Background: an optimization exercise with open tools, aiming at small area and a short achievable clock period. Do not read the settings as production practice. Function was checked by simulation only, so behaviour that the tests miss may differ from the original. Power is estimated from default activity; no workload was simulated.

===== flow/run.sh =====
#!/bin/bash
# synth_recipe.tcl (not shown) runs the flow's synth.tcl, then flattens the netlist and writes it again
# the make line also repeats each setting of config.mk as NAME=value (left out here)
make -C /OpenROAD-flow-scripts/flow DESIGN_CONFIG=/design/flow/config.mk WORK_HOME=/design/flow/orfs CLKGATE_MAP_FILE= SYNTH_SCRIPT=/design/flow/synth_recipe.tcl finish

===== flow/config.mk =====
export PLATFORM = sky130hd
export DESIGN_NAME = alu16_reg
export DESIGN_NICKNAME = alu16_reg
export VERILOG_FILES = /design/flow/design.v
export SDC_FILE = /design/flow/constraint.sdc
export NUM_CORES = 4
export LEC_CHECK = 0
export ABC_AREA = 1
export CAP_MARGIN = 20
export CORE_MARGIN = 2
export CORE_UTILIZATION = 40
export CTS_BUF_LIST = sky130_fd_sc_hd__clkbuf_4 sky130_fd_sc_hd__clkbuf_8
export SLEW_MARGIN = 20

===== flow/constraint.sdc =====
create_clock -name core_clock -period 8.5 [get_ports {clk}]
set_input_delay 1.7000 -clock core_clock [delete_from_list [all_inputs] [get_ports {clk}]]
set_output_delay 1.7000 -clock core_clock [all_outputs]
set_load 0.01 [all_outputs]

===== flow/design.v =====
module alu16_reg (
    input             clk,
    input      [15:0] valA,
    input      [15:0] valB,
    input      [ 3:0] aluop,
    input             shift_Dir,
    input             rotator_Dir,
    input             sub,
    output reg [ 3:0] cc,
    output reg [15:0] result
);
    reg [15:0] a_q, b_q;
    reg [ 3:0] op_q;
    reg        sd_q, rd_q, sub_q;
    wire [ 3:0] cc_d;
    wire [15:0] result_d;
    always @(posedge clk) begin
        a_q   <= valA;
        b_q   <= valB;
        op_q  <= aluop;
        sd_q  <= shift_Dir;
        rd_q  <= rotator_Dir;
        sub_q <= sub;
        cc     <= cc_d;
        result <= result_d;
    end
    ALU16 u_alu (a_q, b_q, op_q, sd_q, rd_q, sub_q, cc_d, result_d);
endmodule

module ALU16 (valA, valB, aluop, shift_Dir, rotator_Dir, sub, cc, result);
	input  [15:0] valA;
	input  [15:0] valB;
	input  [ 3:0] aluop;
	input         shift_Dir;
	input         rotator_Dir;
	input         sub;
	output [ 3:0] cc;
	output [15:0] result;
	wire op_add = (aluop == 4'd0);
	wire op_ar  = (aluop[3:1] == 3'd0);           
	wire op_lsh = (aluop == 4'd2) | (aluop == 4'd4);
	wire op_ash = (aluop == 4'd3);
	wire op_rot = (aluop == 4'd5) | (aluop == 4'd6);
	wire op_sh  = op_lsh | op_ash | op_rot;
	wire op_mul = (aluop == 4'd7);
	wire op_and = (aluop == 4'd8);
	wire op_or  = (aluop == 4'd9);
	wire op_not = (aluop == 4'd10);
	wire op_xor = (aluop == 4'd11);
	wire        inv = (op_ar & sub) | op_not;
	wire [15:0] sb  = valB ^ {16{inv}};
	wire [15:0] ap  = valA ^ sb;
	wire [15:0] ag  = valA & sb;
	wire [15:0] ad_s;
	wire [16:0] ad_c;
	wire ad_g0 = ag[0] | (ap[0] & (op_ar & sub));
	wire ad_G1 = ag[1] | (ap[1] & ad_g0);
	wire ad_G2 = ag[3] | (ap[3] & ag[2]);
	wire ad_P2 = ap[3] & ap[2];
	wire ad_G3 = ag[5] | (ap[5] & ag[4]);
	wire ad_P3 = ap[5] & ap[4];
	wire ad_G4 = ag[7] | (ap[7] & ag[6]);
	wire ad_P4 = ap[7] & ap[6];
	wire ad_G5 = ag[9] | (ap[9] & ag[8]);
	wire ad_P5 = ap[9] & ap[8];
	wire ad_G6 = ag[11] | (ap[11] & ag[10]);
	wire ad_P6 = ap[11] & ap[10];
	wire ad_G7 = ag[13] | (ap[13] & ag[12]);
	wire ad_P7 = ap[13] & ap[12];
	wire ad_G8 = ag[15] | (ap[15] & ag[14]);
	wire ad_P8 = ap[15] & ap[14];
	wire ad_G9 = ag[2] | (ap[2] & ad_G1);
	wire ad_G10 = ad_G2 | (ad_P2 & ad_G1);
	wire ad_G11 = ag[6] | (ap[6] & ad_G3);
	wire ad_P11 = ap[6] & ad_P3;
	wire ad_G12 = ad_G4 | (ad_P4 & ad_G3);
	wire ad_P12 = ad_P4 & ad_P3;
	wire ad_G13 = ag[10] | (ap[10] & ad_G5);
	wire ad_P13 = ap[10] & ad_P5;
	wire ad_G14 = ad_G6 | (ad_P6 & ad_G5);
	wire ad_P14 = ad_P6 & ad_P5;
	wire ad_G15 = ag[14] | (ap[14] & ad_G7);
	wire ad_P15 = ap[14] & ad_P7;
	wire ad_G16 = ad_G8 | (ad_P8 & ad_G7);
	wire ad_P16 = ad_P8 & ad_P7;
	wire ad_G17 = ag[4] | (ap[4] & ad_G10);
	wire ad_G18 = ad_G3 | (ad_P3 & ad_G10);
	wire ad_G19 = ad_G11 | (ad_P11 & ad_G10);
	wire ad_G20 = ad_G12 | (ad_P12 & ad_G10);
	wire ad_G21 = ag[12] | (ap[12] & ad_G14);
	wire ad_P21 = ap[12] & ad_P14;
	wire ad_G22 = ad_G7 | (ad_P7 & ad_G14);
	wire ad_P22 = ad_P7 & ad_P14;
	wire ad_G23 = ad_G15 | (ad_P15 & ad_G14);
	wire ad_P23 = ad_P15 & ad_P14;
	wire ad_G24 = ad_G16 | (ad_P16 & ad_G14);
	wire ad_P24 = ad_P16 & ad_P14;
	wire ad_G25 = ag[8] | (ap[8] & ad_G20);
	wire ad_G26 = ad_G5 | (ad_P5 & ad_G20);
	wire ad_G27 = ad_G13 | (ad_P13 & ad_G20);
	wire ad_G28 = ad_G14 | (ad_P14 & ad_G20);
	wire ad_G29 = ad_G21 | (ad_P21 & ad_G20);
	wire ad_G30 = ad_G22 | (ad_P22 & ad_G20);
	wire ad_G31 = ad_G23 | (ad_P23 & ad_G20);
	wire ad_G32 = ad_G24 | (ad_P24 & ad_G20);
	assign ad_c[0] = (op_ar & sub);
	assign ad_c[1] = ad_g0;
	assign ad_c[2] = ad_G1;
	assign ad_c[3] = ad_G9;
	assign ad_c[4] = ad_G10;
	assign ad_c[5] = ad_G17;
	assign ad_c[6] = ad_G18;
	assign ad_c[7] = ad_G19;
	assign ad_c[8] = ad_G20;
	assign ad_c[9] = ad_G25;
	assign ad_c[10] = ad_G26;
	assign ad_c[11] = ad_G27;
	assign ad_c[12] = ad_G28;
	assign ad_c[13] = ad_G29;
	assign ad_c[14] = ad_G30;
	assign ad_c[15] = ad_G31;
	assign ad_c[16] = ad_G32;
	assign ad_s = ap ^ ad_c[15:0];
	wire [15:0] sum = ad_s;
	wire        co  = ad_c[16];
	wire        vad = ad_c[16] ^ ad_c[15];
	wire [3:0]  s    = valB[3:0];
	wire        left = op_rot ? rotator_Dir : shift_Dir;
	wire [3:0]  r;
	assign r[0] = s[0];
	assign r[1] = s[1] ^ (~left & s[0]);
	assign r[2] = s[2] ^ (~left & (s[1] | s[0]));
	assign r[3] = s[3] ^ (~left & (s[2] | s[1] | s[0]));
	wire [15:0] r1 = r[0] ? {valA[14:0], valA[15]}  : valA;
	wire [15:0] r2 = r[1] ? {r1[13:0], r1[15:14]}   : r1;
	wire [15:0] r3 = r[2] ? {r2[11:0], r2[15:12]}   : r2;
	wire [15:0] rot = r[3] ? {r3[7:0], r3[15:8]}    : r3;
	wire [15:0] therm;
	genvar k;
	generate for (k = 0; k < 16; k = k + 1) begin : th
		assign therm[k] = (s <= k);
	end endgenerate
	wire [15:0] keep;
	generate for (k = 0; k < 16; k = k + 1) begin : kp
		assign keep[k] = op_rot | (left ? therm[k] : therm[15-k]);
	end endgenerate
	wire        fill = op_ash & ~left & valA[15];
	wire [15:0] shr  = (rot & keep) | ({16{fill}} & ~keep);
	wire        vsh  = ~shift_Dir & (s != 4'd0) & valA[15];
	wire [16:0] ax = {valA[15], valA};
	wire [17:0] yb = {valB[15], valB, 1'b0};
	wire [7:0] one, two, ng;
	genvar j;
	generate for (j = 0; j < 8; j = j + 1) begin : enc
		assign one[j] = yb[2*j+1] ^ yb[2*j];
		assign two[j] = (yb[2*j+2] & ~yb[2*j+1] & ~yb[2*j]) | (~yb[2*j+2] & yb[2*j+1] & yb[2*j]);
		assign ng[j]  = yb[2*j+2];
	end endgenerate
	wire [16:0] pp0;
	assign pp0[0] = (one[0] & ax[0]) ^ ng[0];
	generate for (j = 1; j < 17; j = j + 1) begin : ppg0
		assign pp0[j] = ((one[0] & ax[j]) | (two[0] & ax[j-1])) ^ ng[0];
	end endgenerate
	wire [14:0] pp1;
	assign pp1[0] = (one[1] & ax[0]) ^ ng[1];
	generate for (j = 1; j < 15; j = j + 1) begin : ppg1
		assign pp1[j] = ((one[1] & ax[j]) | (two[1] & ax[j-1])) ^ ng[1];
	end endgenerate
	wire [12:0] pp2;
	assign pp2[0] = (one[2] & ax[0]) ^ ng[2];
	generate for (j = 1; j < 13; j = j + 1) begin : ppg2
		assign pp2[j] = ((one[2] & ax[j]) | (two[2] & ax[j-1])) ^ ng[2];
	end endgenerate
	wire [10:0] pp3;
	assign pp3[0] = (one[3] & ax[0]) ^ ng[3];
	generate for (j = 1; j < 11; j = j + 1) begin : ppg3
		assign pp3[j] = ((one[3] & ax[j]) | (two[3] & ax[j-1])) ^ ng[3];
	end endgenerate
	wire [8:0] pp4;
	assign pp4[0] = (one[4] & ax[0]) ^ ng[4];
	generate for (j = 1; j < 9; j = j + 1) begin : ppg4
		assign pp4[j] = ((one[4] & ax[j]) | (two[4] & ax[j-1])) ^ ng[4];
	end endgenerate
	wire [6:0] pp5;
	assign pp5[0] = (one[5] & ax[0]) ^ ng[5];
	generate for (j = 1; j < 7; j = j + 1) begin : ppg5
		assign pp5[j] = ((one[5] & ax[j]) | (two[5] & ax[j-1])) ^ ng[5];
	end endgenerate
	wire [4:0] pp6;
	assign pp6[0] = (one[6] & ax[0]) ^ ng[6];
	generate for (j = 1; j < 5; j = j + 1) begin : ppg6
		assign pp6[j] = ((one[6] & ax[j]) | (two[6] & ax[j-1])) ^ ng[6];
	end endgenerate
	wire [2:0] pp7;
	assign pp7[0] = (one[7] & ax[0]) ^ ng[7];
	generate for (j = 1; j < 3; j = j + 1) begin : ppg7
		assign pp7[j] = ((one[7] & ax[j]) | (two[7] & ax[j-1])) ^ ng[7];
	end endgenerate
	wire s1, c2;
	assign {c2, s1} = pp0[10] + pp1[8];
	wire s3, c4;
	assign {c4, s3} = pp0[11] + pp1[9];
	wire s5, c6;
	assign {c6, s5} = pp0[12] + pp1[10] + pp2[8];
	wire s7, c8;
	assign {c8, s7} = pp3[6] + pp4[4];
	wire s9, c10;
	assign {c10, s9} = pp0[13] + pp1[11] + pp2[9];
	wire s11, c12;
	assign {c12, s11} = pp3[7] + pp4[5];
	wire s13, c14;
	assign {c14, s13} = pp0[14] + pp1[12] + pp2[10];
	wire s15, c16;
	assign {c16, s15} = pp3[8] + pp4[6] + pp5[4];
	wire s17, c18;
	assign {c18, s17} = pp6[2] + pp7[0];
	wire s19, c20;
	assign {c20, s19} = pp0[15] + pp1[13] + pp2[11];
	wire s21, c22;
	assign {c22, s21} = pp3[9] + pp4[7] + pp5[5];
	wire s23, c24;
	assign {c24, s23} = pp6[3] + pp7[1];
	wire s25, c26;
	assign {c26, s25} = pp0[6] + pp1[4];
	wire s27, c28;
	assign {c28, s27} = pp0[7] + pp1[5];
	wire s29, c30;
	assign {c30, s29} = pp0[8] + pp1[6] + pp2[4];
	wire s31, c32;
	assign {c32, s31} = pp3[2] + pp4[0];
	wire s33, c34;
	assign {c34, s33} = pp0[9] + pp1[7] + pp2[5];
	wire s35, c36;
	assign {c36, s35} = pp3[3] + pp4[1];
	wire s37, c38;
	assign {c38, s37} = s1 + pp2[6] + pp3[4];
	wire s39, c40;
	assign {c40, s39} = pp4[2] + pp5[0] + ng[5];
	wire s41, c42;
	assign {c42, s41} = s3 + pp2[7] + pp3[5];
	wire s43, c44;
	assign {c44, s43} = pp4[3] + pp5[1] + c2;
	wire s45, c46;
	assign {c46, s45} = s5 + s7 + pp5[2];
	wire s47, c48;
	assign {c48, s47} = pp6[0] + ng[6] + c4;
	wire s49, c50;
	assign {c50, s49} = s9 + s11 + pp5[3];
	wire s51, c52;
	assign {c52, s51} = pp6[1] + c6 + c8;
	wire s53, c54;
	assign {c54, s53} = s13 + s15 + s17;
	wire s55, c56;
	assign {c56, s55} = ng[7] + c10 + c12;
	wire s57, c58;
	assign {c58, s57} = s19 + s21 + s23;
	wire s59, c60;
	assign {c60, s59} = c14 + c16 + c18;
	wire s61, c62;
	assign {c62, s61} = pp0[4] + pp1[2];
	wire s63, c64;
	assign {c64, s63} = pp0[5] + pp1[3];
	wire s65, c66;
	assign {c66, s65} = s25 + pp2[2] + pp3[0];
	wire s67, c68;
	assign {c68, s67} = s27 + pp2[3] + pp3[1];
	wire s69, c70;
	assign {c70, s69} = s29 + s31 + ng[4];
	wire s71, c72;
	assign {c72, s71} = s33 + s35 + c30;
	wire s73, c74;
	assign {c74, s73} = s37 + s39 + c34;
	wire s75, c76;
	assign {c76, s75} = s41 + s43 + c38;
	wire s77, c78;
	assign {c78, s77} = s45 + s47 + c42;
	wire s79, c80;
	assign {c80, s79} = s49 + s51 + c46;
	wire s81, c82;
	assign {c82, s81} = s53 + s55 + c50;
	wire s83, c84;
	assign {c84, s83} = s57 + s59 + c54;
	wire s85, c86;
	assign {c86, s85} = pp0[2] + pp1[0];
	wire s87, c88;
	assign {c88, s87} = pp0[3] + pp1[1];
	wire s89, c90;
	assign {c90, s89} = s61 + pp2[0] + ng[2];
	wire s91, c92;
	assign {c92, s91} = s63 + pp2[1] + c62;
	wire s93, c94;
	assign {c94, s93} = s65 + ng[3] + c64;
	wire s95, c96;
	assign {c96, s95} = s67 + c26 + c66;
	wire s97, c98;
	assign {c98, s97} = s69 + c28 + c68;
	wire s99, c100;
	assign {c100, s99} = s71 + c32 + c70;
	wire s101, c102;
	assign {c102, s101} = s73 + c36 + c72;
	wire s103, c104;
	assign {c104, s103} = s75 + c40 + c74;
	wire s105, c106;
	assign {c106, s105} = s77 + c44 + c76;
	wire s107, c108;
	assign {c108, s107} = s79 + c48 + c78;
	wire s109, c110;
	assign {c110, s109} = s81 + c52 + c80;
	wire s111, c112;
	assign {c112, s111} = s83 + c56 + c82;
	wire [15:0] mx = {s111, s109, s107, s105, s103, s101, s99, s97, s95, s93, s91, s89, s87, s85, pp0[1], pp0[0]};
	wire [15:0] my = {c110, c108, c106, c104, c102, c100, c98, c96, c94, c92, c90, c88, c86, ng[1], 1'b0, ng[0]};
	wire [15:0] cp_s;
	wire [16:0] cp_c;
	wire [15:0] cp_p = mx ^ my;
	wire [15:0] cp_g = mx & my;
	wire cp_G1 = cp_g[1] | (cp_p[1] & cp_g[0]);
	wire cp_G2 = cp_g[3] | (cp_p[3] & cp_g[2]);
	wire cp_P2 = cp_p[3] & cp_p[2];
	wire cp_G3 = cp_g[5] | (cp_p[5] & cp_g[4]);
	wire cp_P3 = cp_p[5] & cp_p[4];
	wire cp_G4 = cp_g[7] | (cp_p[7] & cp_g[6]);
	wire cp_P4 = cp_p[7] & cp_p[6];
	wire cp_G5 = cp_g[9] | (cp_p[9] & cp_g[8]);
	wire cp_P5 = cp_p[9] & cp_p[8];
	wire cp_G6 = cp_g[11] | (cp_p[11] & cp_g[10]);
	wire cp_P6 = cp_p[11] & cp_p[10];
	wire cp_G7 = cp_g[13] | (cp_p[13] & cp_g[12]);
	wire cp_P7 = cp_p[13] & cp_p[12];
	wire cp_G8 = cp_g[15] | (cp_p[15] & cp_g[14]);
	wire cp_P8 = cp_p[15] & cp_p[14];
	wire cp_G9 = cp_g[2] | (cp_p[2] & cp_G1);
	wire cp_G10 = cp_G2 | (cp_P2 & cp_G1);
	wire cp_G11 = cp_g[6] | (cp_p[6] & cp_G3);
	wire cp_P11 = cp_p[6] & cp_P3;
	wire cp_G12 = cp_G4 | (cp_P4 & cp_G3);
	wire cp_P12 = cp_P4 & cp_P3;
	wire cp_G13 = cp_g[10] | (cp_p[10] & cp_G5);
	wire cp_P13 = cp_p[10] & cp_P5;
	wire cp_G14 = cp_G6 | (cp_P6 & cp_G5);
	wire cp_P14 = cp_P6 & cp_P5;
	wire cp_G15 = cp_g[14] | (cp_p[14] & cp_G7);
	wire cp_P15 = cp_p[14] & cp_P7;
	wire cp_G16 = cp_G8 | (cp_P8 & cp_G7);
	wire cp_P16 = cp_P8 & cp_P7;
	wire cp_G17 = cp_g[4] | (cp_p[4] & cp_G10);
	wire cp_G18 = cp_G3 | (cp_P3 & cp_G10);
	wire cp_G19 = cp_G11 | (cp_P11 & cp_G10);
	wire cp_G20 = cp_G12 | (cp_P12 & cp_G10);
	wire cp_G21 = cp_g[12] | (cp_p[12] & cp_G14);
	wire cp_P21 = cp_p[12] & cp_P14;
	wire cp_G22 = cp_G7 | (cp_P7 & cp_G14);
	wire cp_P22 = cp_P7 & cp_P14;
	wire cp_G23 = cp_G15 | (cp_P15 & cp_G14);
	wire cp_P23 = cp_P15 & cp_P14;
	wire cp_G24 = cp_G16 | (cp_P16 & cp_G14);
	wire cp_P24 = cp_P16 & cp_P14;
	wire cp_G25 = cp_g[8] | (cp_p[8] & cp_G20);
	wire cp_G26 = cp_G5 | (cp_P5 & cp_G20);
	wire cp_G27 = cp_G13 | (cp_P13 & cp_G20);
	wire cp_G28 = cp_G14 | (cp_P14 & cp_G20);
	wire cp_G29 = cp_G21 | (cp_P21 & cp_G20);
	wire cp_G30 = cp_G22 | (cp_P22 & cp_G20);
	wire cp_G31 = cp_G23 | (cp_P23 & cp_G20);
	wire cp_G32 = cp_G24 | (cp_P24 & cp_G20);
	assign cp_c[0] = 1'b0;
	assign cp_c[1] = cp_g[0];
	assign cp_c[2] = cp_G1;
	assign cp_c[3] = cp_G9;
	assign cp_c[4] = cp_G10;
	assign cp_c[5] = cp_G17;
	assign cp_c[6] = cp_G18;
	assign cp_c[7] = cp_G19;
	assign cp_c[8] = cp_G20;
	assign cp_c[9] = cp_G25;
	assign cp_c[10] = cp_G26;
	assign cp_c[11] = cp_G27;
	assign cp_c[12] = cp_G28;
	assign cp_c[13] = cp_G29;
	assign cp_c[14] = cp_G30;
	assign cp_c[15] = cp_G31;
	assign cp_c[16] = cp_G32;
	assign cp_s = cp_p ^ cp_c[15:0];
	wire p16 = pp0[16] ^ pp1[14] ^ pp2[12] ^ pp3[10] ^ pp4[8] ^ pp5[6] ^ pp6[4] ^ pp7[2] ^ c20 ^ c22 ^ c24 ^ c58 ^ c60 ^ c84 ^ c112 ^ cp_c[16];
	wire [16:0] prod = {p16, cp_s};
	wire [3:0] tt = {op_and | op_or, op_or | op_xor | op_not, op_or | op_xor, op_not};
	wire [15:0] lgo;
	generate for (k = 0; k < 16; k = k + 1) begin : lu
		assign lgo[k] = valA[k] ? (valB[k] ? tt[3] : tt[2]) : (valB[k] ? tt[1] : tt[0]);
	end endgenerate
	wire [15:0] res =
		({16{op_ar}}  & sum) |
		({16{op_sh}}  & shr) |
		({16{op_mul}} & prod[15:0]) |
		lgo;
	assign result = res;
	wire N = res[15];
	wire Z = ~|res;
	wire C = (op_add & co) | (op_mul & prod[16]);
	wire V = (op_add & vad) | (op_lsh & vsh);
	assign cc = {N, Z, C, V};
endmodule

==> summary.txt, run 1 <==
* Global-route wire length before repair at 40.9 mm
* Clock-pin slew of the registers on the worst-case setup and hold paths at 0.08 ns
* Die footprint at 0.0207 mm2
* Simple-gate share of the synthesized area at 0.260
* Mux contribution to synthesized area at 0.00128
* Fraction of layout cells with a size suffix above 1 at 0.0512
* Actual transition at the worst max-transition pin at 1.10 ns
* Width of the die at 144 um
* Worst EP required at 8.80 ns
* Int Power at 1.15 mW
* Number of global-route vias before repair at 7247
* Filler instances at 2033
* Clock latency of the later-clocked register in the worst-skew pair at 0.39 ns
* Height of the chip at 144 um
* Setup crit start: b_q[1]$_DFF_P_
* Worst voltage drop across the vdd grid at 0.000218 V
* Post-Synth XOR/XNOR Area at 0.111
* DRC violations left at 0
* Cell type with the highest occurrence count on the critical path: sky130_fd_sc_hd__inv_1
* Reg2Reg Setup Slack at 2.29 ns
* Reg2Reg Capture Point: cc[2]$_DFF_P_
* Sw Pwr at 1.11 mW
* Async set-or-reset flop fraction in the synthesized netlist at 0
* Total routed wirelength at 26.2 mm
* Final HPWL from detailed placement at 20.8 mm
* Critical Setup Path Class: reg2reg
* Number of warning messages in the yosys log at 1
* # setup viols final at 0
* Final count of pins violating max slew at 0
* Number of cells traversed by the worst register-to-register path at 22
* Total power per unit cell area at 257 mW/mm2
* Count of pins on the block boundary at 60
* Slowest cell on crit path: sky130_fd_sc_hd__o31ai_1
* Number of nets with antenna violations after detailed routing at 0
* Worst endpoint data arrival time at 6.51 ns
* Capturing element of the worst setup path: cc[2]$_DFF_P_
* Final Hold Violating Endpoints at 0
* Number of design-rule violations left by the first detailed-router iteration at 674
* Buffers & Inverters on Critical Path at 6
* Switching power share of the total at 0.490
* Most instantiated flip-flop cell in the synthesis netlist: sky130_fd_sc_hd__dfxtp_1
* Count of port buffers added during placement at 59
* Stages on worst setup path at 22
* Max cap viols at 0
* Distinct cell type count of the synthesized netlist at 49
* Mapped Nets at 1290
* Worst R2R Start: b_q[1]$_DFF_P_
* Maximum net fanout on the critical path at 29
* Worst slew margin relative to its limit at 0.262
* Post-layout min period at 6.21 ns
* Sequential cell area at 0.00116 mm2
* Share of the cycle needed by the critical path after routing at 0.730
* Post-CTS resize count at 0
* Average via count per standard cell at 5.42
* Share of total power in sequential cells at 0.146
* EDFF count, synth at 0
* Largest net degree at the start of global routing at 35
* Nature of the critical path startpoint: flip-flop
* Overall power at 2.26 mW
* Worst Hold Margin at 0.696 ns
* Maximum clock skew at final layout at 0.0167 ns
* Hold Buf Count CTS at 0
* Instance count of the mapped netlist at 1155
* CP max stage delay at 0.76 ns
* Initial cell density of the core at 0.405
* Category of the worst setup path capture point: flip-flop
* Setup repair after global routing missed its margin: false
* Cell family with the largest share of critical-path delay: adder cells
* Nets at 1321
* TritonCTS Buffers at 9
* Std cell rows at 51
* TritonCTS clock tree: yes
* Routed length per instance at 18.0 um
* Area share of the largest cell type after synthesis at 0.148
* FMAX at 161 MHz
* Compound-cell area share of the yosys netlist at 0.176
* Core box area at 0.0193 mm2
* Leakage dissipation at 4.28 nW
* Diodes inserted at 0
* CTS sink cnt at 58
* Cell-by-cell trace of the critical path: buf_4 -> inv_1 -> ha_1 -> inv_1 -> o22ai_1 -> xor2_1 -> ha_1 -> inv_1 -> fa_1 -> inv_1 -> fa_1 -> ha_1 -> nand2_1 -> o31ai_1 -> inv_1 -> fa_1 -> o22ai_1 -> nor3_1 -> nand2_1 -> nor2_1 -> nand3_1 -> nor3_2
* Placer's final routability congestion estimate at 0.987
* Cell accounting for the most synthesized area: sky130_fd_sc_hd__dfxtp_1
* Combinational share of power at 0.718
* Synthesized area divided by synthesized cell count at 6.78 um2
* Run status: finished clean
* Largest cells by area after synthesis: sky130_fd_sc_hd__dfxtp_1 (15%), sky130_fd_sc_hd__fa_1 (12%), sky130_fd_sc_hd__nand2_1 (11%)
* Clock network fraction of design power at 0.136
* Synthesized area at 0.00783 mm2
* Clock root buffer master: sky130_fd_sc_hd__clkbuf_8
* Register area share after synthesis at 0.148
* Multi-input combinational cell area at 0.00584 mm2
* Number of H-tree levels at 3
* Yosys reg bits at 58
* Aggregate global-route resource usage at 0.262
* Main combinational cell family by area after synthesis: simple AND/OR/NAND/NOR gates
* First drt pass iteration count at 6
* Post-Synth Adder-Cell Area at 0.197
* Antenna violations before repair at 0
* Buffer depth of the longest clock path at 2
* Via count at 7886
* Hold Crit Class: reg2reg
* Final total negative setup slack at 0 ns
* Area added between synthesis and finish at 12.4%
* Global route total overflow at 0
* Setup repair bufs after CTS at 0
* Core Util, Final at 0.456
==> metal layers <==
metal,part of all wire,global-route usage,vias up
met2,0.46,0.422,286
met1,0.45,0.361,3698
met5,0,0,-
met4,0.024,0.0753,0
li1,-,-,3863
met3,0.065,0.0423,39
==> cell type report <==
| cell class | instances | area share |
|---|---|---|
| Clock buffer | 10 | 0.0156 |
| Tap cell | 265 | 0.0376 |
| Sequential cell | 58 | 0.132 |
| Clock inverter | 6 | 0.0101 |
| Timing Repair Buffer | 67 | 0.0739 |
| Multi-Input combinational cell | 891 | 0.663 |
| Inverter | 159 | 0.0683 |
==> cell families after synthesis <==
| family | count (synthesis) |
|---|---|
| compound gates | 239 |
| xor+xnor | 97 |
| flops | 58 |
| fa+ha+maj | 95 |
| simple gates | 459 |
| mux | 1 |
| buf+inv | 206 |
==> stage by stage <==
step                worst slack (ns)  cells  area [um2]
floorplan                       2.72   1155        7830
global placement                2.52   1440        8580
detailed placement              2.40   1440        8580
CTS                             2.35   1456        8810
global route                    1.80   1456        8810
finish                          2.29   1456        8810
==> worst min path at each step <==
stage / endpoint / cells after the start / slack [ns] / start
floorplan: cc[0]$_DFF_P_ / 1 / 0.56 / a_q[15]$_DFF_P_
global placement: cc[0]$_DFF_P_ / 1 / 0.68 / a_q[15]$_DFF_P_
detailed placement: cc[0]$_DFF_P_ / 1 / 0.68 / a_q[15]$_DFF_P_
CTS: cc[0]$_DFF_P_ / 1 / 0.69 / a_q[15]$_DFF_P_
global route: cc[0]$_DFF_P_ / 1 / 0.72 / a_q[15]$_DFF_P_
finish: cc[0]$_DFF_P_ / 1 / 0.70 / a_q[15]$_DFF_P_
==> synthesized netlist by cell type, drive strengths merged, types with 5 or more instances <==
cell    number
dfxtp       58
nor3         6
nand3b       7
o211ai       5
clkinv       6
o22ai       63
buf         26
o21ai       73
a21oi       69
xor2        81
fa          47
nand3      123
clkbuf      21
nand2      236
or2          7
o21bai       7
a21o         6
nor2        73
nand4        7
inv        153
ha          48
xnor2       16
==> layout by cell type, fill, tap and decap left out, types with 48 or more instances in the layout <==
master / netlist / layout
sky130_fd_sc_hd__nand2_1: 223 / 223
sky130_fd_sc_hd__inv_1: 146 / 146
sky130_fd_sc_hd__nand3_1: 122 / 122
sky130_fd_sc_hd__xor2_1: 80 / 80
sky130_fd_sc_hd__nor2_1: 72 / 72
sky130_fd_sc_hd__o21ai_0: 70 / 70
sky130_fd_sc_hd__a21oi_1: 67 / 67
sky130_fd_sc_hd__o22ai_1: 63 / 63
sky130_fd_sc_hd__clkdlybuf4s50_1: 0 / 59
sky130_fd_sc_hd__dfxtp_1: 58 / 58
sky130_fd_sc_hd__ha_1: 48 / 48
==> power by group through the flow <==
stage | sequential, mW | combinational [mW] | clock (mW)
after floorplan | 0.337 | 1.24 | 0
after global placement | 0.337 | 1.60 | 0
after detailed placement | 0.337 | 1.60 | 0
after CTS | 0.331 | 1.62 | 0.315
after global routing | 0.334 | 1.87 | 0.326
final | 0.331 | 1.62 | 0.306
==> registers in the layout (all words and copies together), names as in the netlist <==
register  cells
a_q          16
b_q          16
cc            4
op_q          4
rd_q          1
result       15
sd_q          1
sub_q         1
==> run 2: changes to the inputs <==
--- a/flow/config.mk
+++ b/flow/config.mk
@@ -10,4 +10,5 @@
 export CORE_MARGIN = 2
 export CORE_UTILIZATION = 40
 export CTS_BUF_LIST = sky130_fd_sc_hd__clkbuf_4 sky130_fd_sc_hd__clkbuf_8
+export SETUP_SLACK_MARGIN = 4
 export SLEW_MARGIN = 20
==> run 2 against run 1 <==
Largest cell class unchanged. Clock skew up 0.0011 ns. First-iteration DRC count grew 50%. Combinational power rose by 46%. Critical path depth unchanged. Fmax up 29%. Still clean. Sequential share of layout area fell by 1.3 points.
==> summary.txt, run 2 <==
* Global route total overflow at 0
* Total routed wirelength at 29.2 mm
* Height of the chip at 144 um
* First drt pass iteration count at 7
* Most instantiated flip-flop cell in the synthesis netlist: sky130_fd_sc_hd__dfxtp_1
* Largest registers: a_q: 16 flops, b_q: 16 flops, result: 15 flops
* Clock-pin slew of the registers on the worst-case setup and hold paths at 0.08 ns
* Fraction of layout cells with a size suffix above 1 at 0.187
* Count of port buffers added during placement at 59
* Final Hold Violating Endpoints at 0
* Post-layout min period at 4.80 ns
* FMAX at 208 MHz
* Aggregate global-route resource usage at 0.286
* # setup viols final at 0
* EDFF count, synth at 0
* Actual transition at the worst max-transition pin at 0.745 ns
* Distinct cell type count of the synthesized netlist at 49
* Number of H-tree levels at 3
* Sw Pwr at 1.46 mW
* Clock latency of the later-clocked register in the worst-skew pair at 0.39 ns
* Via count at 8600
* Instance count of the mapped netlist at 1155
* TritonCTS Buffers at 9
* Worst slew margin relative to its limit at 0.503
* Most common library cells after synthesis: sky130_fd_sc_hd__nand2_1 (223), sky130_fd_sc_hd__inv_1 (146), sky130_fd_sc_hd__nand3_1 (122)
* Average via count per standard cell at 5.63
* Leakage dissipation at 4.72 nW
* Routed length per instance at 19.1 um
* Setup repair after global routing missed its margin: true
* CTS sink cnt at 58
* Worst voltage drop across the vdd grid at 0.000292 V
* Worst setup slack after placement at 2.80 ns
* Worst EP required at 8.81 ns
* Start point of the worst min-delay path: a_q[15]$_DFF_P_
* Initial cell density of the core at 0.405
* Run status: finished clean
* Mapped Nets at 1290
* Die footprint at 0.0207 mm2
* Synthesized area at 0.00783 mm2
* Leading cell types in the layout, fill and taps excluded: sky130_fd_sc_hd__nand2_1 (204), sky130_fd_sc_hd__inv_1 (132), sky130_fd_sc_hd__nand3_1 (119)
* Final worst setup slack at 3.70 ns
* Clock root buffer master: sky130_fd_sc_hd__clkbuf_8
* Std cell rows at 51
* Width of the die at 144 um
* Final total negative setup slack at 0 ns
* Most frequently used cell type in the post-synthesis netlist: sky130_fd_sc_hd__nand2_1
* Worst endpoint data arrival time at 5.11 ns
* Final HPWL from detailed placement at 21.3 mm
* Core box area at 0.0193 mm2
* Hold Crit Class: reg2reg
* Count of pins on the block boundary at 60
* Area share of the largest cell type after synthesis at 0.148
* Yosys reg bits at 58
* Max cap viols at 0
* Area added between synthesis and finish at 28.3%
* TritonCTS clock tree: yes
* Nets at 1393
* Setup crit start: b_q[3]$_DFF_P_
* Total power per unit cell area at 298 mW/mm2
* Antenna violations before repair at 0
* Share of total power in sequential cells at 0.110
* DRC violations left at 0
* Nature of the critical path startpoint: flip-flop
* Final count of pins violating max slew at 0
* Largest net degree at the start of global routing at 35
* Critical Setup Path Class: reg2reg
* Number of global-route vias before repair at 8020
* Cell accounting for the most synthesized area: sky130_fd_sc_hd__dfxtp_1
* Largest cells by area after synthesis: sky130_fd_sc_hd__dfxtp_1 (15%), sky130_fd_sc_hd__fa_1 (12%), sky130_fd_sc_hd__nand2_1 (11%)
* Switching power share of the total at 0.487
* Maximum net fanout on the critical path at 7
* Share of the cycle needed by the critical path after routing at 0.565
* Synthesized area divided by synthesized cell count at 6.78 um2
* Global-route wire length before repair at 44.4 mm
* Commonest non-fill, non-tap cell in the layout: sky130_fd_sc_hd__nand2_1
* Diodes inserted at 0
* Number of warning messages in the yosys log at 1
* Int Power at 1.54 mW
* Number of design-rule violations left by the first detailed-router iteration at 1012
* Category of the worst setup path capture point: flip-flop
* Combinational share of power at 0.787
* Async set-or-reset flop fraction in the synthesized netlist at 0
* Number of nets with antenna violations after detailed routing at 0
* Filler instances at 1893
* Maximum clock skew at final layout at 0.0177 ns
* Hold Buf Count CTS at 0
* Clock network fraction of design power at 0.103
* Worst R2R Start: b_q[3]$_DFF_P_
* Placer's final routability congestion estimate at 0.978
* Buffer depth of the longest clock path at 2
* Register area share after synthesis at 0.148
==> run 2: cell counts after synthesis <==
Identical to the previous run, type by type.
==> run 2: worst paths after layout <==
path | to | cells after the start | slack [ns]
hold / removal | cc[0]$_DFF_P_ | 1 | 0.71
setup reg to reg | cc[2]$_DFF_P_ | 22 | 3.70
hold reg to reg | cc[0]$_DFF_P_ | 1 | 0.71
setup / recovery | cc[2]$_DFF_P_ | 22 | 3.70
==> run 2: through the flow <==
stage | hold WS [ns] | utilization | area (um2) | instances | total power [mW]
global route | 0.720 | 0.520 | 10100 | 1528 | 3.26
global placement | 0.682 | 0.449 | 8680 | 1439 | 2.08
floorplan | 0.556 | - | 7980 | 1155 | 1.71
CTS | 0.696 | 0.496 | 9600 | 1504 | 2.58
finish | 0.708 | 0.520 | 10100 | 1528 | 3.00
detailed placement | 0.675 | 0.449 | 8680 | 1439 | 2.10
==> run 2: critical path, cell delays in order (launching register included) <==
cell and delay (ns):
sky130_fd_sc_hd__dfxtp_4 0.39, sky130_fd_sc_hd__clkinvlp_4 0.12, sky130_fd_sc_hd__buf_6 0.15, sky130_fd_sc_hd__o21ai_4 0.10, sky130_fd_sc_hd__nand2_8 0.12, sky130_fd_sc_hd__o22ai_2 0.17, sky130_fd_sc_hd__xor2_2 0.17, sky130_fd_sc_hd__fa_1 0.50
sky130_fd_sc_hd__fa_1 0.52, sky130_fd_sc_hd__fa_1 0.44, sky130_fd_sc_hd__fa_1 0.56, sky130_fd_sc_hd__inv_2 0.05, sky130_fd_sc_hd__ha_4 0.24, sky130_fd_sc_hd__a21oi_4 0.16, sky130_fd_sc_hd__o21bai_4 0.07, sky130_fd_sc_hd__a21oi_2 0.13
sky130_fd_sc_hd__nand2_2 0.09, sky130_fd_sc_hd__or2_4 0.26, sky130_fd_sc_hd__nand3_4 0.07, sky130_fd_sc_hd__nand4_1 0.12, sky130_fd_sc_hd__nor2_1 0.14, sky130_fd_sc_hd__nand2_1 0.08, sky130_fd_sc_hd__nor3_2 0.10
==> run 2: final cells by class <==
class / count / area (um2) / share of cell area
Sequential cell: 58 / 1200 / 0.119
Multi-Input combinational cell: 893 / 6370 / 0.634
Clock buffer: 9 / 124 / 0.0123
Timing Repair inverter: 2 / 12.5 / 0.00124
Tap cell: 265 / 332 / 0.0330
Inverter: 159 / 681 / 0.0677
Clock inverter: 7 / 101 / 0.0101
Timing Repair Buffer: 135 / 1240 / 0.123
==> run 2: power by group through the flow <==
| stage | clock network (mW) | logic (mW) | registers (mW) |
|---|---|---|---|
| after floorplan | 0 | 1.37 | 0.337 |
| after global placement | 0 | 1.74 | 0.339 |
| after detailed placement | 0 | 1.76 | 0.339 |
| after CTS | 0.313 | 1.94 | 0.331 |
| after global routing | 0.325 | 2.60 | 0.335 |
| final | 0.308 | 2.36 | 0.331 |
==> run 2: cell families (layout without fill, tap and decap cells) <==
family / count (synthesis) / count (layout) / synth area share
buffers and inverters: 206 / 312 / 0.107
xor gates and xnor gates: 97 / 97 / 0.111
adders and majority gates: 95 / 95 / 0.197
DFF: 58 / 58 / 0.148
muxes: 1 / 1 / 0.00128
and+or+nand+nor: 459 / 461 / 0.260
AOI/OAI and AO/OA: 239 / 239 / 0.176
==> run 2: layer usage <==
| layer | GRT usage | routed length [um] |
|---|---|---|
| met1 | 0.390 | 12500 |
| met2 | 0.449 | 13100 |
| met3 | 0.0433 | 2270 |
| met4 | 0.124 | 1390 |
| met5 | 0 | 0 |
==> run 2: timing repair <==
| action | in CTS | in global routing |
|---|---|---|
| buffers inserted | 45 | 23 |
| pin swaps | 18 | 43 |
| resized for setup | 83 | 62 |
| endpoints found under the setup margin | 17 | 12 |
| cloned | 4 | 1 |
==> run 3: changes to the inputs <==
--- a/flow/config.mk
+++ b/flow/config.mk
@@ -9,6 +9,5 @@
 export CAP_MARGIN = 20
 export CORE_MARGIN = 2
 export CORE_UTILIZATION = 40
-export CTS_BUF_LIST = sky130_fd_sc_hd__clkbuf_4 sky130_fd_sc_hd__clkbuf_8
-export SETUP_SLACK_MARGIN = 4
+export SETUP_SLACK_MARGIN = 2.5
 export SLEW_MARGIN = 20
==> run 3 against run 2 <==
Count of clock-buffer cells in the layout increased by 1. Global-route usage decreased by 2.5 points. Clock skew shrank 0.0068 ns. Setup slack lost 0.82 ns. Non-clock buffer count fell by 54. Hold slack lost 0.015 ns. Synthesized area did not move. Synthesized cell count unchanged. Sequential share of layout area rose by 0.90 points. Core utilization shrank 5.1 points. Critical path type unchanged. Critical endpoint unchanged. Largest cell class unchanged. Highest routed layer unchanged.
==> summary.txt, run 3 <==
* Global-route wire length before repair at 40.9 mm
* Critical Setup Path Class: reg2reg
* Nature of the critical path startpoint: flip-flop
* Buffer depth of the longest clock path at 2
* Hold Buf Count CTS at 0
* Area added between synthesis and finish at 15.7%
* Clock root buffer master: sky130_fd_sc_hd__clkbuf_16
* Post-layout min period at 5.62 ns
* Die footprint at 0.0207 mm2
* Synthesized area divided by synthesized cell count at 6.78 um2
* Worst slew margin relative to its limit at 0.261
* Most frequently used cell type in the post-synthesis netlist: sky130_fd_sc_hd__nand2_1
* Number of design-rule violations left by the first detailed-router iteration at 729
* Maximum clock skew at final layout at 0.0109 ns
* Routed length per instance at 17.9 um
* TritonCTS clock tree: yes
* Largest cells by area after synthesis: sky130_fd_sc_hd__dfxtp_1 (15%), sky130_fd_sc_hd__fa_1 (12%), sky130_fd_sc_hd__nand2_1 (11%)
* Total routed wirelength at 26.3 mm
* CTS sink cnt at 58
* Nets at 1336
* Std cell rows at 51
* Final total negative setup slack at 0 ns
* Setup repair after global routing missed its margin: false
* Height of the chip at 144 um
* Worst voltage drop across the vdd grid at 0.000219 V
* Number of H-tree levels at 3
* Width of the die at 144 um
* Clock latency of the later-clocked register in the worst-skew pair at 0.35 ns
* Distinct cell type count of the synthesized netlist at 49
* Number of nets with antenna violations after detailed routing at 0
* Worst endpoint data arrival time at 5.89 ns
* Cell-by-cell trace of the critical path: buf_12 -> clkinvlp_4 -> ha_1 -> clkinvlp_4 -> buf_4 -> o22ai_1 -> xor2_1 -> ha_1 -> inv_1 -> fa_1 -> fa_1 -> inv_1 -> fa_1 -> ha_1 -> a21oi_1 -> o21bai_1 -> a21oi_1 -> nand2_1 -> or2_2 -> nand3_1 -> nand4_1 -> nor2_1 -> nand2_1 -> nor3_2
* Area share of the largest cell type after synthesis at 0.148
* Run status: finished clean
* Maximum net fanout on the critical path at 30
* Count of pins on the block boundary at 60
* Buffers & Inverters on Critical Path at 6
* Diodes inserted at 0
* Most instantiated flip-flop cell in the synthesis netlist: sky130_fd_sc_hd__dfxtp_1
* Worst setup slack after placement at 2.40 ns
* Hold Crit Class: reg2reg
* First drt pass iteration count at 7
* Slowest cell on crit path: sky130_fd_sc_hd__fa_1
* Most common library cells after synthesis: sky130_fd_sc_hd__nand2_1 (223), sky130_fd_sc_hd__inv_1 (146), sky130_fd_sc_hd__nand3_1 (122)
* Final count of pins violating max slew at 0
* Share of the cycle needed by the critical path after routing at 0.661
* Aggregate global-route resource usage at 0.260
* Final Hold Violating Endpoints at 0
* TritonCTS Buffers at 9
* Worst EP required at 8.77 ns
* Yosys reg bits at 58
* Fraction of layout cells with a size suffix above 1 at 0.0697
* # setup viols final at 0
* Async set-or-reset flop fraction in the synthesized netlist at 0
* Synthesized area at 0.00783 mm2
* Leakage dissipation at 4.38 nW
* Cell accounting for the most synthesized area: sky130_fd_sc_hd__dfxtp_1
* Final worst setup slack at 2.88 ns
* Core box area at 0.0193 mm2
* Commonest non-fill, non-tap cell in the layout: sky130_fd_sc_hd__nand2_1
* Category of the worst setup path capture point: flip-flop
* Final HPWL from detailed placement at 20.8 mm
* Count of port buffers added during placement at 59
* Placer's final routability congestion estimate at 0.987
* Core Util, Final at 0.469
* Register area share after synthesis at 0.148
* Clock-pin slew of the registers on the worst-case setup and hold paths at 0.06 ns
* DRC violations left at 0
* Total power per unit cell area at 262 mW/mm2
* Initial cell density of the core at 0.405
* Cell family with the largest share of critical-path delay: adder cells
* Max cap viols at 0
* Average via count per standard cell at 5.42
* Antenna violations before repair at 0
* Number of warning messages in the yosys log at 1
* FMAX at 178 MHz
* Instance count of the mapped netlist at 1155
* Mapped Nets at 1290
* Actual transition at the worst max-transition pin at 1.10 ns
* Leading cell types in the layout, fill and taps excluded: sky130_fd_sc_hd__nand2_1 (220), sky130_fd_sc_hd__inv_1 (142), sky130_fd_sc_hd__nand3_1 (122)
* Largest registers: a_q: 16 flops, b_q: 16 flops, result: 15 flops
* Global route total overflow at 0
* EDFF count, synth at 0
* Via count at 7970
* Number of global-route vias before repair at 7255
* Largest net degree at the start of global routing at 35
* CP max stage delay at 0.54 ns
run 3: cell counts after synthesis:
No cell type changed its count.
run 3: path summary, 6_finish.rpt:
kind,start,to,slack [ns],depth (start not counted)
hold reg to reg,a_q[15]$_DFF_P_,cc[0]$_DFF_P_,0.69,1
setup reg to reg,b_q[1]$_DFF_P_,cc[2]$_DFF_P_,2.88,24
hold / removal,a_q[15]$_DFF_P_,cc[0]$_DFF_P_,0.69,1
setup / recovery,b_q[1]$_DFF_P_,cc[2]$_DFF_P_,2.88,24
run 3: cell type report:
cell class / instances / area (um2)
multi-input combinational: 891 / 5850
clock inverter: 6 / 88.8
timing repair inverter: 1 / 5.00
sequential: 58 / 1160
timing repair buffer: 81 / 772
inverter: 159 / 617
tap: 265 / 332
clock buffer: 10 / 239
fill: 2011 / 10300
run 3: worst register-to-register path: cells and delay by family (launching register included):
family	cells	cell delay [ns]
compound gates	4	0.71
xor+xnor	1	0.21
fa+ha+maj	6	2.48
buf+inv	6	0.89
flops	1	0.36
simple gates	7	0.90
run 3: metal layers:
layer  up-vias  global-route usage  wire (um)
met5         -                   0          0
met4         0              0.0717        692
met3        44              0.0427       2010
met2       328               0.420      12100
met1      3700               0.360      11500
li1       3898                   -          -
run 3: kinds of logic after synthesis:
group	Yosys count	share of synthesized area
fa+ha+maj	95	0.197
mux	1	0.00128
xor+xnor	97	0.111
buf+inv	206	0.107
simple gates	459	0.260
compound gates	239	0.176
flops	58	0.148
run 3: where the power goes:
group	switching [mW]	internal [mW]
registers	0.0267	0.305
logic	0.947	0.684
clock network	0.146	0.265
total	1.12	1.25
run 3: metrics by stage:
step | instance area, um2 | total power [mW] | cells | hold WS, ns
2_1_floorplan | 7830 | 1.58 | 1155 | 0.556
4_1_cts | 8910 | 2.37 | 1456 | 0.691
3_5_place_dp | 8580 | 1.94 | 1440 | 0.684
6_report | 9060 | 2.37 | 1471 | 0.692
5_1_grt | 9060 | 2.65 | 1471 | 0.713
3_3_place_gp | 8580 | 1.94 | 1440 | 0.677
run 3: what timing repair did:
action                     in CTS  in global routing
gates resized for setup         1                 11
gates cloned                    0                  1
setup endpoints to repair       1                  4
buffers inserted                0                 14
==> run 4: changes to the inputs <==
--- a/flow/design.v
+++ b/flow/design.v
@@ -383,16 +383,14 @@
 	assign cp_s = cp_p ^ cp_c[15:0];
 	wire p16 = pp0[16] ^ pp1[14] ^ pp2[12] ^ pp3[10] ^ pp4[8] ^ pp5[6] ^ pp6[4] ^ pp7[2] ^ c20 ^ c22 ^ c24 ^ c58 ^ c60 ^ c84 ^ c112 ^ cp_c[16];
 	wire [16:0] prod = {p16, cp_s};
-	wire [3:0] tt = {op_and | op_or, op_or | op_xor | op_not, op_or | op_xor, op_not};
-	wire [15:0] lgo;
-	generate for (k = 0; k < 16; k = k + 1) begin : lu
-		assign lgo[k] = valA[k] ? (valB[k] ? tt[3] : tt[2]) : (valB[k] ? tt[1] : tt[0]);
-	end endgenerate
 	wire [15:0] res =
 		({16{op_ar}}  & sum) |
 		({16{op_sh}}  & shr) |
 		({16{op_mul}} & prod[15:0]) |
-		lgo;
+		({16{op_and}} & ag) |
+		({16{op_or}}  & (ap | ag)) |
+		({16{op_xor}} & ap) |
+		({16{op_not}} & sb);
 	assign result = res;
 	wire N = res[15];
 	wire Z = ~|res;
--- a/flow/config.mk
+++ b/flow/config.mk
@@ -9,5 +9,4 @@
 export CAP_MARGIN = 20
 export CORE_MARGIN = 2
 export CORE_UTILIZATION = 40
-export SETUP_SLACK_MARGIN = 2.5
 export SLEW_MARGIN = 20
==> run 4 against run 3 <==
Still clean. Non-clock buffer count decreased by 12. Critical path depth up 2. Synthesized area up 5.2%. Combinational power up 4%. Clock power is essentially flat. Total power is 2.9% higher. Count of clock-buffer cells in the layout grew 1. Sequential cell count unchanged. Sequential power hardly changed. Cell count grew 0.82%. Critical path type unchanged. Critical endpoint unchanged.
==> summary.txt, run 4 <==
* Int Power at 1.26 mW
* # setup viols final at 0
* Synthesized area divided by synthesized cell count at 6.99 um2
* Setup repair after global routing missed its margin: false
* Final count of pins violating max slew at 0
* Routed length per instance at 18.3 um
* Final HPWL from detailed placement at 21.2 mm
* EDFF count, synth at 0
* Die footprint at 0.0218 mm2
* Slowest cell on crit path: sky130_fd_sc_hd__inv_1
* Number of nets with antenna violations after detailed routing at 0
* Post-layout min period at 6.39 ns
* Via count at 8046
* Buffers & Inverters on Critical Path at 6
* Worst endpoint data arrival time at 6.67 ns
* CTS sink cnt at 58
* Global route total overflow at 0
* Clock latency of the later-clocked register in the worst-skew pair at 0.35 ns
* Cell type with the highest occurrence count on the critical path: sky130_fd_sc_hd__inv_1
* Largest registers: a_q: 16 flops, b_q: 16 flops, result: 15 flops
* Clock-pin slew of the registers on the worst-case setup and hold paths at 0.06 ns
* Switching power share of the total at 0.483
* Sw Pwr at 1.18 mW
* Share of the cycle needed by the critical path after routing at 0.751
* Largest net degree at the start of global routing at 42
* Antenna violations before repair at 0
* Leading cell types in the layout, fill and taps excluded: sky130_fd_sc_hd__nand2_1 (200), sky130_fd_sc_hd__inv_1 (197), sky130_fd_sc_hd__nand3_1 (112)
* Largest cells by area after synthesis: sky130_fd_sc_hd__dfxtp_1 (14%), sky130_fd_sc_hd__fa_1 (11%), sky130_fd_sc_hd__ha_1 (10%)
* Clock root buffer master: sky130_fd_sc_hd__clkbuf_16
* Yosys reg bits at 58
* Most frequently used cell type in the post-synthesis netlist: sky130_fd_sc_hd__nand2_1
* Cell accounting for the most synthesized area: sky130_fd_sc_hd__dfxtp_1
* Count of pins on the block boundary at 60
* Height of the chip at 148 um
* FMAX at 157 MHz
* Number of H-tree levels at 3
* Maximum clock skew at final layout at 0.00923 ns
* TritonCTS clock tree: yes
* Initial cell density of the core at 0.407
* Area added between synthesis and finish at 12.9%
* Width of the die at 148 um
* Share of total power in sequential cells at 0.137
* Critical Setup Path Class: reg2reg
* Global-route wire length before repair at 42.0 mm
* Most common library cells after synthesis: sky130_fd_sc_hd__nand2_1 (200), sky130_fd_sc_hd__inv_1 (197), sky130_fd_sc_hd__nand3_1 (112)
* TritonCTS Buffers at 9
* Actual transition at the worst max-transition pin at 0.982 ns
* Core Util, Final at 0.460
* Combinational share of power at 0.696
* Core box area at 0.0202 mm2
* Most instantiated flip-flop cell in the synthesis netlist: sky130_fd_sc_hd__dfxtp_1
* Nature of the critical path startpoint: flip-flop
* Final Hold Violating Endpoints at 0
* Distinct cell type count of the synthesized netlist at 56
* DRC violations left at 0
* Area share of the largest cell type after synthesis at 0.141
* Clock network fraction of design power at 0.167
* Total power per unit cell area at 263 mW/mm2
* Placer's final routability congestion estimate at 0.984
* Worst EP required at 8.78 ns
* Synthesized area at 0.00824 mm2
* Std cell rows at 52
* Cell family with the largest share of critical-path delay: adder cells
* Number of warning messages in the yosys log at 1
* Async set-or-reset flop fraction in the synthesized netlist at 0
* Commonest non-fill, non-tap cell in the layout: sky130_fd_sc_hd__nand2_1
* Mapped Nets at 1331
* First drt pass iteration count at 5
* Register area share after synthesis at 0.141
* Average via count per standard cell at 5.43
* Number of global-route vias before repair at 7364
* Count of port buffers added during placement at 59
* Buffer depth of the longest clock path at 2
* Fraction of layout cells with a size suffix above 1 at 0.0692
* Number of design-rule violations left by the first detailed-router iteration at 786
* Aggregate global-route resource usage at 0.251
* Hold Buf Count CTS at 0
* Diodes inserted at 0
* Final total negative setup slack at 0 ns
* Nets at 1362
* Setup repair bufs after CTS at 0
* Worst slew margin relative to its limit at 0.341
* Total routed wirelength at 27.1 mm
* Hold Crit Class: reg2reg
* Instance count of the mapped netlist at 1178
* CP max stage delay at 0.67 ns
* Run status: finished clean
* Post-CTS resize count at 0
* Category of the worst setup path capture point: flip-flop
* Maximum net fanout on the critical path at 30
* Max cap viols at 0
* Worst voltage drop across the vdd grid at 0.000182 V
* Leakage dissipation at 4.68 nW
* Filler instances at 2122
==> run 4: worst register-to-register path, stage by stage (launching register included) <==
cell                       delay (ns)
sky130_fd_sc_hd__dfxtp_1         0.29
sky130_fd_sc_hd__buf_4           0.21
sky130_fd_sc_hd__inv_1           0.67
sky130_fd_sc_hd__o21ai_1         0.27
sky130_fd_sc_hd__nand2_1         0.44
sky130_fd_sc_hd__o22ai_1         0.15
sky130_fd_sc_hd__xor2_1          0.20
sky130_fd_sc_hd__ha_1            0.30
sky130_fd_sc_hd__inv_1           0.05
sky130_fd_sc_hd__fa_1            0.50
sky130_fd_sc_hd__fa_1            0.52
sky130_fd_sc_hd__inv_1           0.04
sky130_fd_sc_hd__ha_1            0.26
sky130_fd_sc_hd__inv_1           0.04
sky130_fd_sc_hd__nor2_1          0.17
sky130_fd_sc_hd__nor2_1          0.07
sky130_fd_sc_hd__o21bai_1        0.45
sky130_fd_sc_hd__inv_1           0.16
sky130_fd_sc_hd__fa_1            0.41
sky130_fd_sc_hd__xnor2_1         0.14
sky130_fd_sc_hd__a221oi_1        0.26
sky130_fd_sc_hd__o221ai_1        0.17
sky130_fd_sc_hd__a21oi_1         0.22
sky130_fd_sc_hd__nand2_1         0.09
sky130_fd_sc_hd__nor2_1          0.10
sky130_fd_sc_hd__nand2_1         0.07
sky130_fd_sc_hd__nor2_2          0.08
==> run 4: power by group through the flow <==
| stage | clock, mW | sequential [mW] | combinational [mW] |
|---|---|---|---|
| finish | 0.407 | 0.334 | 1.70 |
| global placement | 0 | 0.340 | 1.66 |
| global route | 0.430 | 0.338 | 1.95 |
| detailed placement | 0 | 0.340 | 1.67 |
| CTS | 0.418 | 0.335 | 1.70 |
| floorplan | 0 | 0.341 | 1.29 |
==> run 4: area by class of cell <==
cell class                 count  area [um2]  area share
tap                          270         338      0.0363
multi-input combinational    863        6030       0.649
clock inverter                 4        76.3     0.00821
inverter                     208         783      0.0842
timing repair buffer          69         666      0.0716
clock buffer                  11         243      0.0261
sequential                    58        1160       0.125
==> run 4: per-layer routing <==
metal  vias up  wire, um  track usage
li1       3900         -            -
met1      3762     12300        0.360
met2       341     12100        0.394
met3        43      2020       0.0352
met4         0       640       0.0740
met5         -         0            0
==> run 4: per-stage QoR <==
step	instances	power, mW	hold WS (ns)	cell area (um2)	setup WS, ns
finish	1483	2.44	0.720	9300	2.11
CTS	1483	2.45	0.732	9300	2.26
floorplan	1178	1.63	0.555	8240	2.93
global route	1483	2.72	0.774	9300	1.71
detailed placement	1468	2.01	0.721	8980	2.29
global placement	1468	2.00	0.713	8980	2.41
==> run 4: cell families (layout without fill, tap and decap cells) <==
group	count (synthesis)	in the layout	share of synthesized area
compound gates	208	208	0.158
xor+xnor	96	96	0.104
fa+ha+maj	113	113	0.214
buf+inv	257	292	0.127
flops	58	58	0.141
mux	1	1	0.00121
simple gates	445	445	0.255
==> run 4: final timing paths <==
kind	depth (start not counted)	start	end	slack [ns]
min reg2reg	2	a_q[15]$_DFF_P_	cc[0]$_DFF_P_	0.72
min	2	a_q[15]$_DFF_P_	cc[0]$_DFF_P_	0.72
max	26	b_q[1]$_DFF_P_	cc[2]$_DFF_P_	2.11
max reg2reg	26	b_q[1]$_DFF_P_	cc[2]$_DFF_P_	2.11
==> run 5: changes to the inputs <==
--- a/flow/design.v
+++ b/flow/design.v
@@ -383,14 +383,16 @@
 	assign cp_s = cp_p ^ cp_c[15:0];
 	wire p16 = pp0[16] ^ pp1[14] ^ pp2[12] ^ pp3[10] ^ pp4[8] ^ pp5[6] ^ pp6[4] ^ pp7[2] ^ c20 ^ c22 ^ c24 ^ c58 ^ c60 ^ c84 ^ c112 ^ cp_c[16];
 	wire [16:0] prod = {p16, cp_s};
+	wire [3:0] tt = {op_and | op_or, op_or | op_xor | op_not, op_or | op_xor, op_not};
+	wire [15:0] lgo;
+	generate for (k = 0; k < 16; k = k + 1) begin : lu
+		assign lgo[k] = valA[k] ? (valB[k] ? tt[3] : tt[2]) : (valB[k] ? tt[1] : tt[0]);
+	end endgenerate
 	wire [15:0] res =
 		({16{op_ar}}  & sum) |
 		({16{op_sh}}  & shr) |
 		({16{op_mul}} & prod[15:0]) |
-		({16{op_and}} & ag) |
-		({16{op_or}}  & (ap | ag)) |
-		({16{op_xor}} & ap) |
-		({16{op_not}} & sb);
+		lgo;
 	assign result = res;
 	wire N = res[15];
 	wire Z = ~|res;
==> flow/flow/run.sh (new file) <==
#!/bin/bash
set -euo pipefail
W=$PWD
rm -rf "$W/scripts_amap"
cp -r "$FLOW_HOME/scripts" "$W/scripts_amap"
cp "$W/flow/abc_area.script" "$W/scripts_amap/abc_area.script"
bash "$W/standard.sh" "SCRIPTS_DIR=$W/scripts_amap" synth > "$W/synth.log" 2>&1
bash "$W/standard.sh" "BUFFER_PORTS_ARGS=-buffer_cell sky130_fd_sc_hd__buf_1" finish > "$W/layout.log" 2>&1
==> flow/flow/abc_area.script (new file) <==
strash
dch
amap
topo
stime -c
buffer -c
upsize -c
dnsize -c
==> flow/standard.sh (new file) <==
#!/bin/bash
# synth_recipe.tcl (not shown) runs the flow's synth.tcl, then flattens the netlist and writes it again
# the make line also repeats each setting of config.mk as NAME=value (left out here)
make -C /OpenROAD-flow-scripts/flow DESIGN_CONFIG=/design/flow/config.mk WORK_HOME=/design/flow/orfs CLKGATE_MAP_FILE= SYNTH_SCRIPT=/design/flow/synth_recipe.tcl "${@:-finish}"
--- a/flow/config.mk
+++ b/flow/config.mk
@@ -9,4 +9,6 @@
 export CAP_MARGIN = 20
 export CORE_MARGIN = 2
 export CORE_UTILIZATION = 40
+export CTS_BUF_LIST = sky130_fd_sc_hd__clkbuf_4 sky130_fd_sc_hd__clkbuf_8
+export SETUP_SLACK_MARGIN = 3
 export SLEW_MARGIN = 20
removed: flow/run.sh
==> run 5 against run 4 <==
Hold slack lost 0.20 ns. Global-route usage increased by 2.1 points. Sequential power shrank 2%. Die area fell by 14%. Synthesized cell count is 17% lower.
==> summary.txt, run 5 <==
* Worst R2R Start: b_q[1]$_DFF_P_
* Number of design-rule violations left by the first detailed-router iteration at 770
* Actual transition at the worst max-transition pin at 1.10 ns
* Most instantiated flip-flop cell in the synthesis netlist: sky130_fd_sc_hd__dfxtp_1
* Start point of the worst min-delay path: sd_q$_DFF_P_
* Routed length per instance at 20.2 um
* Area added between synthesis and finish at 21.5%
* Reg2Reg Setup Slack at 2.94 ns
* Leakage dissipation at 3.43 nW
* Final HPWL from detailed placement at 18.2 mm
* Final count of pins violating max slew at 0
* Die footprint at 0.0188 mm2
* Diodes inserted at 0
* Number of H-tree levels at 3
* Mapped Nets at 1112
* Maximum clock skew at final layout at 0.0118 ns
* Category of the worst setup path capture point: flip-flop
* Synthesized area divided by synthesized cell count at 7.25 um2
* Int Power at 1.03 mW
* Switching power share of the total at 0.489
* Combinational share of power at 0.686
* Setup repair after global routing missed its margin: true
* Number of warning messages in the yosys log at 1
* Post-Layout Inst Area at 0.00860 mm2
* Hold path cells at 1
* Critical Setup Path Class: reg2reg
* Clock root buffer master: sky130_fd_sc_hd__clkbuf_8
* Share of the cycle needed by the critical path after routing at 0.654
* First drt pass iteration count at 8
* Total power per unit cell area at 235 mW/mm2
* Maximum net fanout on the critical path at 25
* CTS sink cnt at 58
* Via count at 7841
* Instance count of the mapped netlist at 977
* Hold Crit Class: reg2reg
* Cell type with the highest occurrence count on the critical path: sky130_fd_sc_hd__fa_1
* Global route total overflow at 0
* Std cell rows at 48
* Commonest non-fill, non-tap cell in the layout: sky130_fd_sc_hd__nor2_1
* Register area share after synthesis at 0.164
* Most frequently used cell type in the post-synthesis netlist: sky130_fd_sc_hd__nor2_1
* Number of cells traversed by the worst register-to-register path at 21
* Clock latency of the later-clocked register in the worst-skew pair at 0.39 ns
* Async set-or-reset flop fraction in the synthesized netlist at 0
* Filler instances at 1758
* Fraction of layout cells with a size suffix above 1 at 0.186
* Worst EP required at 8.77 ns
* Max cap viols at 0
* Run status: finished clean
* Count of pins on the block boundary at 60
* Nets at 1188
* Average via count per standard cell at 6.11
* Share of total power in sequential cells at 0.162
* Area post-placement at 0.00740 mm2
* Hold Buf Count CTS at 0
* Distinct cell type count of the synthesized netlist at 57
* Number of nets with antenna violations after detailed routing at 0
* TritonCTS Buffers at 9
* TritonCTS clock tree: yes
* # setup viols final at 0
* Sw Pwr at 0.989 mW
* Post-layout min period at 5.56 ns
* CP max stage delay at 0.55 ns
* EDFF count, synth at 0
* Total routed wirelength at 25.9 mm
* Worst voltage drop across the vdd grid at 0.000150 V
* Clock network fraction of design power at 0.152
* Cell accounting for the most synthesized area: sky130_fd_sc_hd__dfxtp_1
* Hold Path End: cc[0]$_DFF_P_
* Width of the die at 137 um
* Leading cell types in the layout, fill and taps excluded: sky130_fd_sc_hd__nor2_1 (157), sky130_fd_sc_hd__o22ai_1 (110), sky130_fd_sc_hd__inv_1 (85)
* Cell count after placement at 1202
* Area share of the largest cell type after synthesis at 0.164
* Largest registers: a_q: 16 flops, b_q: 16 flops, result: 15 flops
* Worst slew margin relative to its limit at 0.255
* Yosys reg bits at 58
* Setup crit start: b_q[1]$_DFF_P_
* Cell-by-cell trace of the critical path: inv_8 -> ha_4 -> clkinvlp_4 -> buf_4 -> o22ai_1 -> nor2_1 -> a21oi_1 -> fa_1 -> fa_1 -> fa_1 -> fa_1 -> inv_1 -> ha_1 -> a21oi_1 -> nor2_1 -> nor2_1 -> o41ai_2 -> and2_1 -> o31ai_2 -> nor4_4 -> and4b_1
* Number of global-route vias before repair at 6941
* Worst endpoint data arrival time at 5.83 ns
* Global-route wire length before repair at 38.8 mm
* Reg2Reg Capture Point: cc[2]$_DFF_P_
* Final Hold Violating Endpoints at 0
* Slowest cell on crit path: sky130_fd_sc_hd__fa_1
* Final standard cell count with taps included and fillers excluded at 1283
* Aggregate global-route resource usage at 0.273
* Largest cells by area after synthesis: sky130_fd_sc_hd__dfxtp_1 (16%), sky130_fd_sc_hd__fa_1 (13%), sky130_fd_sc_hd__o22ai_1 (11%)
* Core box area at 0.0173 mm2
* Height of the chip at 137 um
* Initial cell density of the core at 0.409
* Nature of the critical path startpoint: flip-flop
* FMAX at 180 MHz
* DRC violations left at 0
* Buffer depth of the longest clock path at 2
* Count of port buffers added during placement at 59
* Final total negative setup slack at 0 ns
* Synthesized area at 0.00708 mm2
* Clock-pin slew of the registers on the worst-case setup and hold paths at 0.08 ns
* Placer's final routability congestion estimate at 0.969
* Antenna violations before repair at 0
* Largest net degree at the start of global routing at 37
* Most common library cells after synthesis: sky130_fd_sc_hd__nor2_1 (164), sky130_fd_sc_hd__o22ai_1 (121), sky130_fd_sc_hd__inv_1 (97)
-- run 5: area by class of cell --
type	instances	area (um2)	share of cell area
sequential	58	1200	0.139
inverter	112	494	0.0574
tap	225	282	0.0327
timing repair buffer	130	816	0.0948
multi-input combinational	738	5560	0.647
clock buffer	9	124	0.0144
timing repair inverter	4	26.3	0.00305
clock inverter	7	101	0.0118
-- run 5: power by group through the flow --
stage | logic, mW | clock network (mW) | registers, mW
2_1_floorplan | 0.923 | 0 | 0.332
3_3_place_gp | 1.21 | 0 | 0.336
3_5_place_dp | 1.22 | 0 | 0.336
4_1_cts | 1.27 | 0.313 | 0.328
5_1_grt | 1.56 | 0.325 | 0.330
6_report | 1.39 | 0.307 | 0.327
-- run 5: layer usage --
metal  vias up  share of wire  GRT usage
li1       3734              -          -
met1      3598           0.43      0.378
met2       420           0.43      0.418
met3        89          0.091     0.0511
met4         0          0.045      0.107
met5         -              0          0
-- run 5: kinds of logic after synthesis --
family / Yosys count / share of synthesized area
fa+ha+maj: 95 / 0.218
flops: 58 / 0.164
simple gates: 260 / 0.154
xor+xnor: 2 / 0.00247
buf+inv: 182 / 0.0993
compound gates: 380 / 0.363
-- run 5: worst max-delay path, delay by kind of cell, from the launching register on --
kind | cells | cell delay, ns
fa+ha+maj | 6 | 2.74
compound gates | 5 | 1.04
simple gates | 6 | 0.73
buf+inv | 4 | 0.48
flops | 1 | 0.42
-- run 5: worst max path at each step --
stage	to	slack, ns
floorplan	cc[2]$_DFF_P_	3.01
global route	cc[2]$_DFF_P_	2.68
CTS	cc[2]$_DFF_P_	3.01
detailed placement	cc[2]$_DFF_P_	1.76
global placement	cc[2]$_DFF_P_	1.95
finish	cc[2]$_DFF_P_	2.94
-- run 5: what timing repair did --
item	CTS	global route
gates resized for setup	49	61
buffers inserted	19	41
cloned	3	2
pin swaps	7	27
setup endpoints to repair	11	3
-- run 5: per-stage QoR --
step	power [mW]	setup WS (ns)	utilization	hold slack, ns
after floorplan	1.25	3.01	-	0.440
after global placement	1.55	1.95	0.428	0.522
after detailed placement	1.56	1.76	0.428	0.525
after CTS	1.92	3.01	0.461	0.547
after global routing	2.22	2.68	0.497	0.556
final	2.02	2.94	0.497	0.521

==> static timing again, ports no longer ideal <==
Ports are ideal in the flow. The routed layouts listed here were re-timed in OpenROAD. Step 1 assumes that a clkbuf_16 drives the clock port and a buf_2 every other input. Step 2 times the ports against the registers' clock, not the clock port: input delays grow and output delays shrink by t, the midpoint of the rising clock arrivals with the driver on. a / b / c = no drivers / after step 1 / after step 2; a / b = the first two.
| run | t (ns) | slack for setup (ns) | worst hold slack (ns) | worst slew at a driven data input, ns |
|---|---|---|---|---|
| run 1 | 0.415 | 2.294 / 2.294 / 2.294 | 0.696 / 0.696 / 0.696 | 0.04 |
| run 2 | 0.418 | 3.698 / 3.698 / 3.698 | 0.708 / 0.708 / 0.708 | 0.05 |
| run 3 | 0.392 | 2.879 / 2.879 / 2.879 | 0.692 / 0.692 / 0.692 | 0.04 |
| run 4 | 0.388 | 2.113 / 2.113 / 2.113 | 0.720 / 0.720 / 0.720 | 0.04 |
| run 5 | 0.418 | 2.945 / 2.945 / 2.945 | 0.521 / 0.521 / 0.521 | 0.03 |
After both steps every run listed still meets setup and hold.
